From an optimization exercise on the open Yosys and OpenROAD flow, aimed at small area and a short achievable clock period; shortcuts taken in it are not production practice.
In this exercise RTL edits were held to simulation tests only and were not proved equivalent to the original.

==> flow/design.v <==
`timescale 1ns / 1ps
module ved_64x64(clk,a,b,result);
  input clk;
  input [63:0] a,b;
  output reg [127:0] result;
  wire [63:0] temp0,temp1,temp2,temp3;
  wire [65:0] temp4,temp5;
  wire [63:0] temp6;
  ved_32x32 m0(a[31:0],b[31:0],temp0);
  ved_32x32 m1(a[63:32],b[31:0],temp1);
  ved_32x32 m2(a[31:0],b[63:32],temp2);
  ved_32x32 m3(a[63:32],b[63:32],temp3);
  adder_66bit a0({2'b00,temp1},{2'b00,temp2},temp4);
  adder_66bit a1(temp4,{2'b00,32'h00000000,temp0[63:32]},temp5);
  adder_64bit a2(temp3,{2'b00,28'h0000000,temp5[65:32]},temp6);
  always @ (posedge clk)
  begin
  result[31:0] = temp0[31:0];
  result[63:32] = temp5[31:0];
  result[127:64] = temp6;
  end
endmodule
module ved_32x32(a,b,result);
  input [31:0] a,b;
  output [63:0] result;
  wire [63:0] result;
  wire [31:0] temp0,temp1,temp2,temp3;
  wire [33:0] temp4,temp5;
  wire [31:0] temp6;
  ved_16x16 m0(a[15:0],b[15:0],temp0);
  ved_16x16 m1(a[31:16],b[15:0],temp1);
  ved_16x16 m2(a[15:0],b[31:16],temp2);
  ved_16x16 m3(a[31:16],b[31:16],temp3);
  adder_34bit a0({2'b00,temp1},{2'b00,temp2},temp4);
  adder_34bit a1(temp4,{2'b00,16'h0000,temp0[31:16]},temp5);
  adder_32bit a2(temp3,{2'b00,12'h000,temp5[33:16]},temp6);
  assign result[15:0]= temp0[15:0];
  assign result[31:16] = temp5[15:0];
  assign result[63:32] = temp6;
endmodule
module ved_16x16(a,b,result);
  input [15:0] a,b;
  output [31:0] result;
  wire [31:0] result;
  wire [15:0] temp0,temp1,temp2,temp3;
  wire [17:0] temp4,temp5;
  wire [15:0] temp6;
  ved_8x8 m0(a[7:0],b[7:0],temp0);
  ved_8x8 m1(a[15:8],b[7:0],temp1);
  ved_8x8 m2(a[7:0],b[15:8],temp2);
  ved_8x8 m3(a[15:8],b[15:8],temp3);
  adder_18bit a0({2'b00,temp1},{2'b00,temp2},temp4);
  adder_18bit a1(temp4,{10'b0000000000,temp0[15:8]},temp5);
  adder_16bit a2(temp3,{6'b000000,temp5[17:8]},temp6);
  assign result[7:0] = temp0[7:0];
  assign result[15:8] = temp5[7:0];
  assign result[31:16] = temp6;
endmodule
module ved_8x8(a,b,result);
  input [7:0] a,b;
  output [15:0] result;
  wire [15:0] result;
  wire [7:0] temp0,temp1,temp2,temp3;
  wire [9:0] temp4,temp5;
  wire [7:0] temp6;
  ved_4x4 m0(a[3:0],b[3:0],temp0);
  ved_4x4 m1(a[7:4],b[3:0],temp1);
  ved_4x4 m2(a[3:0],b[7:4],temp2);
  ved_4x4 m3(a[7:4],b[7:4],temp3);
  adder_10bit a0({2'b00,temp1},{2'b00,temp2},temp4);
  adder_10bit a1(temp4,{6'b000000,temp0[7:4]},temp5);
  adder_8bit a2(temp3,{2'b00,temp5[9:4]},temp6);
  assign result[3:0] = temp0[3:0];
  assign result[7:4] = temp5[3:0];
  assign result[15:8] = temp6;
endmodule
module ved_4x4(a,b,result);
  input [3:0] a,b;
  output [7:0] result;
  wire [7:0] result;
  wire [3:0] temp0,temp1,temp2,temp3;
  wire [5:0] temp4,temp5;
  wire [3:0] temp6;
  ved_2x2 m0(a[1:0],b[1:0],temp0);
  ved_2x2 m1(a[3:2],b[1:0],temp1);
  ved_2x2 m2(a[1:0],b[3:2],temp2);
  ved_2x2 m3(a[3:2],b[3:2],temp3);
  adder_6bit a0({2'b00,temp1},{2'b00,temp2},temp4);
  adder_6bit a1(temp4,{4'b0000,temp0[3:2]},temp5);
  adder_4bit a2(temp3,temp5[5:2],temp6);
  assign result[1:0] = temp0[1:0];
  assign result[3:2] = temp5[1:0];
  assign result[7:4] = temp6;
endmodule
module ved_2x2(a,b,result);
  input [1:0] a,b;
  output [3:0] result;
  wire [3:0] w;
  assign result[0] = a[0] & b[0];
  assign w[0] = a[1] & b[0];
  assign w[1] = a[0] & b[1];
  assign w[2] = a[1] & b[1];
  half_adder ha0(w[0],w[1],result[1],w[3]);
  half_adder ha1(w[2],w[3],result[2],result[3]);
endmodule
module adder_66bit(a,b,s);
  input [65:0] a,b;
  output [65:0] s;
  wire [65:0] s;
  assign s = a + b;
endmodule
module adder_64bit(a,b,s);
  input [63:0] a,b;
  output [63:0] s;
  wire [63:0] s;
  assign s = a + b;
endmodule
module adder_34bit(a,b,s);
  input [33:0] a,b;
  output [33:0] s;
  wire [33:0] s;
  assign s = a + b;
endmodule
module adder_32bit(a,b,s);
  input [31:0] a,b;
  output [31:0] s;
  wire [31:0] s;
  assign s = a + b;
endmodule
module adder_18bit(a,b,s);
  input [17:0] a,b;
  output [17:0] s;
  wire [17:0] s;
  assign s = a + b;
endmodule
module adder_16bit(a,b,s);
  input [15:0] a,b;
  output [15:0] s;
  wire [15:0] s;
  assign s = a + b;
endmodule
module adder_10bit(a,b,s);
  input [9:0] a,b;
  output [9:0] s;
  wire [9:0] s;
  assign s = a + b;
endmodule
module adder_8bit(a,b,s);
  input [7:0] a,b;
  output [7:0] s;
  wire [7:0] s;
  assign s = a + b;
endmodule 
module adder_6bit(a,b,s);
  input [5:0] a,b;
  output [5:0] s;
  wire [5:0] s;
  assign s = a + b;
endmodule
module adder_4bit(a,b,s);
  input [3:0] a,b;
  output [3:0] s;
  wire [3:0] s;
  assign s = a + b;
endmodule
module half_adder(a,b,s,co);
  input a,b;
  output s,co;
  assign s = a ^ b;
  assign co = a & b;
endmodule
==> flow/run.sh <==
#!/bin/bash
# synth_recipe.tcl (not shown) runs the flow's synth.tcl, then flattens the netlist and writes it again
# the make line also repeats each setting of config.mk as NAME=value (left out here)
make -C /OpenROAD-flow-scripts/flow DESIGN_CONFIG=/design/flow/config.mk WORK_HOME=/design/flow/orfs CLKGATE_MAP_FILE= SYNTH_SCRIPT=/design/flow/synth_recipe.tcl finish
==> flow/config.mk <==
export PLATFORM = sky130hd
export DESIGN_NAME = ved_64x64
export DESIGN_NICKNAME = ved_64x64
export VERILOG_FILES = /design/flow/design.v
export SDC_FILE = /design/flow/constraint.sdc
export NUM_CORES = 4
export LEC_CHECK = 0
export CAP_MARGIN = 20
export CORE_MARGIN = 2
export CORE_UTILIZATION = 40
export SLEW_MARGIN = 20
==> flow/constraint.sdc <==
create_clock -name core_clock -period 24.0 [get_ports {clk}]
set_input_delay 4.8000 -clock core_clock [delete_from_list [all_inputs] [get_ports {clk}]]
set_output_delay 4.8000 -clock core_clock [all_outputs]
set_load 0.01 [all_outputs]
==> results.json <==
{
  "status": "finished clean",
  "die_h_um": 741.2,
  "drc": 0,
  "grt_usage_pct": 23.76,
  "min_path_type": "input port to flop",
  "required_ns": 24.54,
  "via_per_inst": 5.259,
  "cp_slowest_stage_delay_ns": 0.56,
  "layout.nets": 33990,
  "yosysTopAreaCell": "ha_1",
  "root_buffer": "clkbuf_16",
  "min_path_cells": 2,
  "io_buffer_count": 256,
  "h-tree-depth": 4,
  "slew_violations": 0,
  "synth_cells": 26010,
  "synth_seq_cells": 128,
  "synth_top_area_share_pct": 35.50,
  "drive_gt1_share_pct": 4.867,
  "synthTopCellsByArea": "ha_1 36%, fa_1 13%, and2_1 10%, xnor2_1 8.9%, inv_1 5.1%",
  "min_period_over_period_pct": 96.39,
  "drv_cap": 0,
  "synthAdderAreaFrac_pct": 48.60,
  "place_area_um2": 232100,
  "synthFlopType": "dfxtp_1",
  "initial_utilization_pct": 40.17,
  "dp_slack_ns": -1.129,
  "row_count": 270,
  "grt_pass1_vias": 177600,
  "synth_area_um2": 217400,
  "synth-simple-area-share_pct": 16.45,
  "antenna_found_initial": 134,
  "yosysWarnings": 1,
  "routed_wl_um": 662500,
  "synth_compound_area_share_pct": 13.54,
  "grt_pass1_wl_um": 1023000,
  "ys_seq_area_share_pct": 1.179,
  "fin_area_um2": 233900,
  "yosys.cell_types.count": 100,
  "criticalPathCategory": "input port to flop",
  "largest_reg_flops": 128,
  "setup_slack_ns": 0.8675,
  "fin_cells": 33560,
  "final_core_util_pct": 43.21,
  "synth_common_cells": "6169 x ha_1, 3607 x and2_1, 2963 x inv_1",
  "areaGrowthSynthToFinish_pct": 7.576,
  "crit_path_start_kind": "input port",
  "cpMostUsedCell": "ha_1",
  "dp_hpwl_um": 554900,
  "cts_buffers": 21,
  "crit_path_end_kind": "flop",
  "cts.sinks": 128,
  "cpMaxStageDelayCell": "fa_1",
  "min_to": "result[0]$_DFF_P_",
  "synth_xor_area_share_pct": 13.43,
  "finalHoldViolCount": 0,
  "fp.dieW_um": 741.2,
  "cts_tree": "done",
  "arrival_ns": 23.67,
  "dr.pass1.iters": 12,
  "fillers": 54190,
  "drt_iter0_drc": 9561,
  "num_vias": 176500,
  "avgSynthCellArea_um2": 8.359,
  "ios": 257,
  "synth.area.mux_share_pct": 0.05180,
  "setup_tns_ns": 0,
  "die_area_um2": 549400,
  "min_from": "b[0]",
  "wl_per_cell_um": 19.74,
  "setup_violations": 0,
  "synth-edff-count": 0,
  "slew_headroom_pct": 23.53,
  "grt-ovfl-total": 0,
  "max-clock-path-buffers": 3,
  "clk_pin_slew_ns": 0.07,
  "crit_fanout": 6,
  "grt_max_degree": 63,
  "fmax_ghz": 0.04323,
  "worstMarginPinSlew_ns": 1.143,
  "ys_async_sr_fraction_pct": 0,
  "syn_nets": 33730,
  "gp_congestion": 0.9263,
  "synth_top_family_by_area": "adder cells",
  "min_period_ns": 23.13,
  "synthMostInstantiatedCell": "ha_1",
  "place_inst": 33440,
  "whs_ns": 4.504,
  "core-area_um2": 541200,
  "ant_nets": 0
}
[layout make-up]
cell class / count / area [um^2] / share of cell area (%)
diodes: 72 / 180.2 / 0.07704
multi-input cells: 21980 / 200800 / 85.88
repair buffers: 1179 / 9467 / 4.048
clock inverters: 8 / 125.1 / 0.05350
inverters: 2963 / 11120 / 4.755
well taps: 7208 / 9019 / 3.856
clock buffers: 24 / 556.8 / 0.2381
flip-flops and latches: 128 / 2562 / 1.096
[layer usage]
layer  global-route usage, %  part of all wire [%]  vias up
li1                        -                     -    87500
met1                   32.26                    46    85440
met2                   40.26                    46     3019
met3                   1.636                   4.4      521
met4                   7.081                   3.4       20
met5                       0                 0.020        -
[cell families after synthesis]
family,Yosys count
adder cells (fa/ha/maj),7591
XOR/XNOR,3334
multiplexers,11
buffers and inverters,3902
AND/OR/NAND/NOR,6409
flip-flops,128
AO/OA/AOI/OAI,4633
[cell usage in the layout, fill, tap and decap left out, drive strengths merged, types with 272 or more instances in the layout]
| master | netlist | final |
|---|---|---|
| ha | 6169 | 6169 |
| and2 | 3609 | 3609 |
| inv | 2963 | 2963 |
| xnor2 | 2222 | 2222 |
| a21oi | 1864 | 1864 |
| fa | 1422 | 1422 |
| a21o | 1328 | 1328 |
| xor2 | 1112 | 1112 |
| buf | 13 | 1045 |
| nand2 | 1041 | 1041 |
| nor2 | 588 | 588 |
| o21bai | 554 | 554 |
| o21ai | 382 | 382 |
| nor3 | 272 | 272 |
[worst max-delay path by stage]
stage	startpoint	to	slack (ns)	cells after the start
6_report	a[1]	result[127]$_DFF_P_	0.87	95
3_3_place_gp	a[1]	result[101]$_DFF_P_	-1.12	92
2_1_floorplan	b[0]	result[125]$_DFF_P_	1.0	89
5_1_grt	a[1]	result[125]$_DFF_P_	-0.11	97
4_1_cts	a[1]	result[127]$_DFF_P_	0.02	92
3_5_place_dp	a[1]	result[101]$_DFF_P_	-1.13	91
[critical path, delay by kind of cell]
| kind | cells | cell delay, ns |
|---|---|---|
| AOI/OAI and AO/OA | 32 | 5.54 |
| xor gates and xnor gates | 8 | 0.98 |
| adders and majority gates | 17 | 5.84 |
| buffers and inverters | 15 | 2.04 |
| muxes | 1 | 0.22 |
| and+or+nand+nor | 22 | 4.18 |
[timing repair]
action	CTS	global route
cloned	0	3
hold buffers	0	0
endpoints found under the setup margin	27	56
buffers inserted	2	8
pin swaps	2	42
gates resized for setup	9	178

-- static timing again, ports no longer ideal --
In the flow no input, the clock included, has a driving cell. The finished layout below was timed again as built, in two steps. Step 1, drivers: a clkbuf_16 drives clk and a buf_2 each remaining input, both assumed. Step 2 also shifts input and output timing later by t, the mid clock arrival at the registers, as if the neighbouring blocks saw the same clock. Three values: ideal, step 1, step 2; two values: the first two.
t (ns): 0.736
setup slack, ns: 0.867 / 0.955 / 0.219
pins driven straight from the clock port: 1
After both steps setup and hold are still met in this run. For this run, drivers alone change the setup slack by +0.088 ns; drivers and shift together by -0.648 ns.
